From an optimization exercise on the open Yosys and OpenROAD flow, aimed at small area, a short achievable clock period and few clock cycles; shortcuts taken in it are not production practice. Where RTL was checked, it was by simulation tests only, not by an equivalence proof against the original. The clock input has no modelled driver; a real chip could not lean on it and would need a root buffer or a full tree.

==> 12-25: inputs <==
## fifo_conv_top
module fifo_conv_top(
input clk,
input rst,
input data_valid,
input [7:0] data_i,
output wire idle,
output wire done,
output wire [15:0] data_o,
output wire conv_done
);
==> module fifo_conv_top, before the edit <==
module fifo_conv_top(
input clk,
input rst,
input data_valid,
input [7:0] data_i,
output wire idle,
output wire done,
output wire [15:0] data_o,
output wire conv_done
);
assign idle = 1'b1;
reg [7:0] x;           
reg acc;               
reg [7:0] h0, h1;      
reg [2:0] col;         
reg [2:0] row;         
reg signed [10:0] pq;
reg emit;
reg signed [8:0] q0, q1, q2, q3, q4, q5;
reg signed [10:0] out_r;
reg vld_r, done_r;
wire signed [8:0] d = {1'b0, x} + {1'b1, h0} + 9'd1;    
wire last_col = (col == 3'd4);
wire upd = acc && (col[2] || col[1]);    
always @(posedge clk) begin
  x <= data_i;
  acc <= data_valid;     
  pq <= q0 + (q3 <<< 1);
  out_r <= pq + q5;
  if (acc) begin
    h1 <= ~x;
    h0 <= h1;
  end
  if (upd) begin
    q0 <= q1; q1 <= q2; q2 <= q3; q3 <= q4; q4 <= q5; q5 <= d;
  end
  if (rst) begin
    col <= 3'd0;
    row <= 3'd0;
    emit <= 1'b0;
    vld_r <= 1'b0;
    done_r <= 1'b0;
  end else begin
    emit <= upd && (row[2] || row[1]);
    vld_r <= emit;
    done_r <= (row == 3'd5);
    if (acc) begin
      col <= last_col ? 3'd0 : col + 3'd1;
      if (last_col && row != 3'd5) row <= row + 3'd1;
    end
  end
end
assign data_o = {{5{out_r[10]}}, out_r};
assign conv_done = vld_r;
assign done = done_r;
endmodule
Settings: LEC_CHECK=0, CAP_MARGIN=20, CORE_MARGIN=2, CORE_UTILIZATION=75, PLACE_DENSITY=0.85, SETUP_SLACK_MARGIN=3.1, SLEW_MARGIN=20; clock period 5.0 ns.
standard.sh (not shown) runs the stock make flow with config.mk's settings and CLKGATE_MAP_FILE= SYNTH_SCRIPT=/design/flow/synth_recipe.tcl, a recipe that flattens the netlist after the stock synthesis.
==> flow/flow/run.sh <==
#!/bin/bash
# Own layout flow: the standard flow (standard.sh, standard synthesis
# included) with a few extra ORFS settings read from flow/knobs.txt, one
# VAR=value per line. Each tool's full output stays in the ORFS logs under
# orfs/logs; make's own output goes to make_finish.log here.
set -euo pipefail
W=$(pwd)
knobs=()
if [[ -f flow/knobs.txt ]]; then
  while IFS= read -r line; do
    [[ -z "$line" || "$line" == \#* ]] && continue
    knobs+=("${line//@FLOW@/$W/flow}")
  done < flow/knobs.txt
fi
bash standard.sh "${knobs[@]}" finish > make_finish.log 2>&1
==> flow/flow/knobs.txt <==
PRE_CTS_TCL=@FLOW@/mcts.tcl
MCTS_CELL=sky130_fd_sc_hd__clkbuf_16
BUFFER_PORTS_ARGS=-buffer_cell sky130_fd_sc_hd__buf_1
==> flow/flow/mcts.tcl <==
# One-level clock tree in place of TritonCTS's two-level H-tree: the clock port
# drives MCTS_N buffers, each driving the flip-flops of one region of the core.
# Sourced as the PRE_CTS hook of cts.tcl; clock_tree_synthesis then becomes a
# no-op and cts.tcl goes on as usual (legalisation, timing repair).
set mcts_n 4
set mcts_cell sky130_fd_sc_hd__clkbuf_8
if {[info exists ::env(MCTS_N)]} { set mcts_n $::env(MCTS_N) }
if {[info exists ::env(MCTS_CELL)]} { set mcts_cell $::env(MCTS_CELL) }

set block [ord::get_db_block]
set db [ord::get_db]
set clk_net [[$block findBTerm clk] getNet]
set master [$db findMaster $mcts_cell]

set sinks {}
foreach it [$clk_net getITerms] {
  set bb [[$it getInst] getBBox]
  lappend sinks [list $it [expr {([$bb xMin] + [$bb xMax]) / 2}] [expr {([$bb yMin] + [$bb yMax]) / 2}]]
}
puts "mcts: [llength $sinks] clock sinks, $mcts_n buffers of $mcts_cell"

# split a list of sinks into n groups, cutting alternately across x and y
proc mcts_split {sinks n axis} {
  if {$n <= 1} { return [list $sinks] }
  set idx [expr {$axis == 0 ? 1 : 2}]
  set sorted [lsort -integer -index $idx $sinks]
  set n1 [expr {$n / 2}]
  set cut [expr {[llength $sorted] * $n1 / $n}]
  set a [lrange $sorted 0 [expr {$cut - 1}]]
  set b [lrange $sorted $cut end]
  return [concat [mcts_split $a $n1 [expr {1 - $axis}]] [mcts_split $b [expr {$n - $n1}] [expr {1 - $axis}]]]
}

set core [$block getCoreArea]
set w [expr {[$core xMax] - [$core xMin]}]
set h [expr {[$core yMax] - [$core yMin]}]
set g 0
foreach grp [mcts_split $sinks $mcts_n [expr {$w >= $h ? 0 : 1}]] {
  set sx 0; set sy 0
  foreach s $grp { incr sx [lindex $s 1]; incr sy [lindex $s 2] }
  set cx [expr {$sx / [llength $grp]}]
  set cy [expr {$sy / [llength $grp]}]
  set inst [odb::dbInst_create $block $master "mcts_buf_$g"]
  set net [odb::dbNet_create $block "mcts_clk_$g"]
  $net setSigType CLOCK
  [$inst findITerm A] connect $clk_net
  [$inst findITerm X] connect $net
  foreach s $grp {
    set it [lindex $s 0]
    $it disconnect
    $it connect $net
  }
  $inst setLocation [expr {$cx - [$master getWidth] / 2}] [expr {$cy - [$master getHeight] / 2}]
  $inst setPlacementStatus PLACED
  puts "mcts: buffer $g drives [llength $grp] sinks at ([expr {$cx / 1000.0}], [expr {$cy / 1000.0}])"
  incr g
}
global_connect
set_propagated_clock [all_clocks]

proc clock_tree_synthesis {args} {
  puts "mcts: clock tree built by mcts.tcl; clock_tree_synthesis $args skipped"
}
==> 06-04: changes against 12-25 <==
--- a/flow/design.v
+++ b/flow/design.v
@@ -15,4 +15,5 @@
 reg [2:0] col;         
 reg [2:0] row;         
+reg signed [8:0] dq;
 reg signed [10:0] pq;
 reg emit;
@@ -20,14 +21,14 @@
 reg signed [10:0] out_r;
 reg vld_r, done_r;
-wire signed [8:0] d = {1'b0, x} + {1'b1, h0} + 9'd1;    
+wire signed [8:0] d = {1'b0, x} - {1'b0, h0};
 wire last_col = (col == 3'd4);
 wire upd = acc && (col[2] || col[1]);    
 always @(posedge clk) begin
   x <= data_i;
-  acc <= data_valid;     
+  dq <= d;
   pq <= q0 + (q3 <<< 1);
-  out_r <= pq + q5;
+  out_r <= pq + dq;
   if (acc) begin
-    h1 <= ~x;
+    h1 <= x;
     h0 <= h1;
   end
@@ -36,4 +37,5 @@
   end
   if (rst) begin
+    acc <= 1'b0;
     col <= 3'd0;
     row <= 3'd0;
@@ -42,4 +44,5 @@
     done_r <= 1'b0;
   end else begin
+    acc <= data_valid;
     emit <= upd && (row[2] || row[1]);
     vld_r <= emit;
==> flow/run.sh (new file) <==
#!/bin/bash
# synth_recipe.tcl (not shown) runs the flow's synth.tcl, then flattens the netlist and writes it again
# the make line also repeats each setting of config.mk as NAME=value (left out here)
make -C /OpenROAD-flow-scripts/flow DESIGN_CONFIG=/design/flow/config.mk WORK_HOME=/design/flow/orfs CLKGATE_MAP_FILE= SYNTH_SCRIPT=/design/flow/synth_recipe.tcl finish
- CORE_UTILIZATION: 75 -> 40
- CTS_BUF_LIST: not set -> sky130_fd_sc_hd__clkbuf_2 sky130_fd_sc_hd__clkbuf_4
- CTS_CLUSTER_SIZE: not set -> 20
- PLACE_DENSITY: 0.85 -> not set
- SETUP_SLACK_MARGIN: 3.1 -> 2.9
removed: flow/flow/run.sh
removed: flow/flow/knobs.txt
removed: flow/flow/mcts.tcl
removed: flow/standard.sh
==> 07-27: changes against 12-25 <==
--- a/flow/design.v
+++ b/flow/design.v
@@ -20,14 +20,13 @@
 reg signed [10:0] out_r;
 reg vld_r, done_r;
-wire signed [8:0] d = {1'b0, x} + {1'b1, h0} + 9'd1;    
+wire signed [8:0] d = {1'b0, x} - {1'b0, h0};
 wire last_col = (col == 3'd4);
 wire upd = acc && (col[2] || col[1]);    
 always @(posedge clk) begin
   x <= data_i;
-  acc <= data_valid;     
   pq <= q0 + (q3 <<< 1);
   out_r <= pq + q5;
   if (acc) begin
-    h1 <= ~x;
+    h1 <= x;
     h0 <= h1;
   end
@@ -36,4 +35,5 @@
   end
   if (rst) begin
+    acc <= 1'b0;
     col <= 3'd0;
     row <= 3'd0;
@@ -42,4 +42,5 @@
     done_r <= 1'b0;
   end else begin
+    acc <= data_valid;
     emit <= upd && (row[2] || row[1]);
     vld_r <= emit;
==> flow/flow/knobs.txt (replaced) <==
CTS_ARGS=-sink_clustering_enable -repair_clock_nets -buf_list sky130_fd_sc_hd__clkbuf_8 -sink_clustering_size 50 -sink_clustering_max_diameter 200 -dont_use_dummy_load
BUFFER_PORTS_ARGS=-buffer_cell sky130_fd_sc_hd__buf_1
- CORE_UTILIZATION: 75 -> 40
- PLACE_DENSITY: 0.85 -> not set
removed: flow/flow/mcts.tcl
==> comparison table <==
	12-25	07-27	06-04
Cell with the largest stage delay on the worst path	edfxtp_1	edfxtp_1	dfxtp_4
Worst slack after detailed placement	2.96 ns	2.90 ns	2.91 ns
Share of post-route cells with drive strength above 1	0.0914	0.133	0.185
Total number of cells along the worst setup path	9	7	1
Placed Instances	403	476	486
Critical-path maximum fanout	2	3	6
Capturing instance or port of the critical path	q5[6]	q5[8]	data_o[14]
Post-Route Utilization	0.837	0.447	0.471
XOR/XNOR share of the synthesized area	0.0488	0.0444	0.0426
Delay contributed by the slowest stage of the critical path	0.37 ns	0.37 ns	0.39 ns
Placer's final routability congestion estimate	0.828	0.800	0.764
Worst slew margin relative to its limit	0.549	0.501	0.569
Run status	complete, no violations	complete, no violations	complete, no violations
Achievable frequency	544 MHz	528 MHz	496 MHz
Testbench counts of 12-25, summed over its fixed seeds: cycles 1,624.
Testbench counts of 07-27, summed over its fixed seeds: cycles 1,624.
No functional check of the RTL was part of 06-04. The clock cells of 12-25 come from the design's own scripts or RTL, not from TritonCTS.

-- re-timing with driven ports --
The results above use ideal ports. As a check the final layouts listed here were re-extracted and re-timed, cells and wires unchanged. Step 1 sets driving cells, clkbuf_16 on the clock port and buf_2 on the other inputs (assumed; they add their load-dependent delay and slew). Step 2 also shifts input and output timing later by t, the mid clock arrival at the registers, as if the neighbouring blocks saw the same clock. Three values: ideal ports, drivers, drivers and shift; two values: the first two.
| run | shift t [ns] | setup slack, ns | worst data-port slew with drivers (ns) |
|---|---|---|---|
| 12-25 | 0.229 | 3.163 / 3.163 / 3.163 | 0.03 |
| 06-04 | 0.510 | 2.984 / 2.954 / 3.010 | 0.03 |
| 07-27 | 0.387 | 3.107 / 3.107 / 3.107 | 0.04 |
After both steps setup and hold are still met in every run listed.
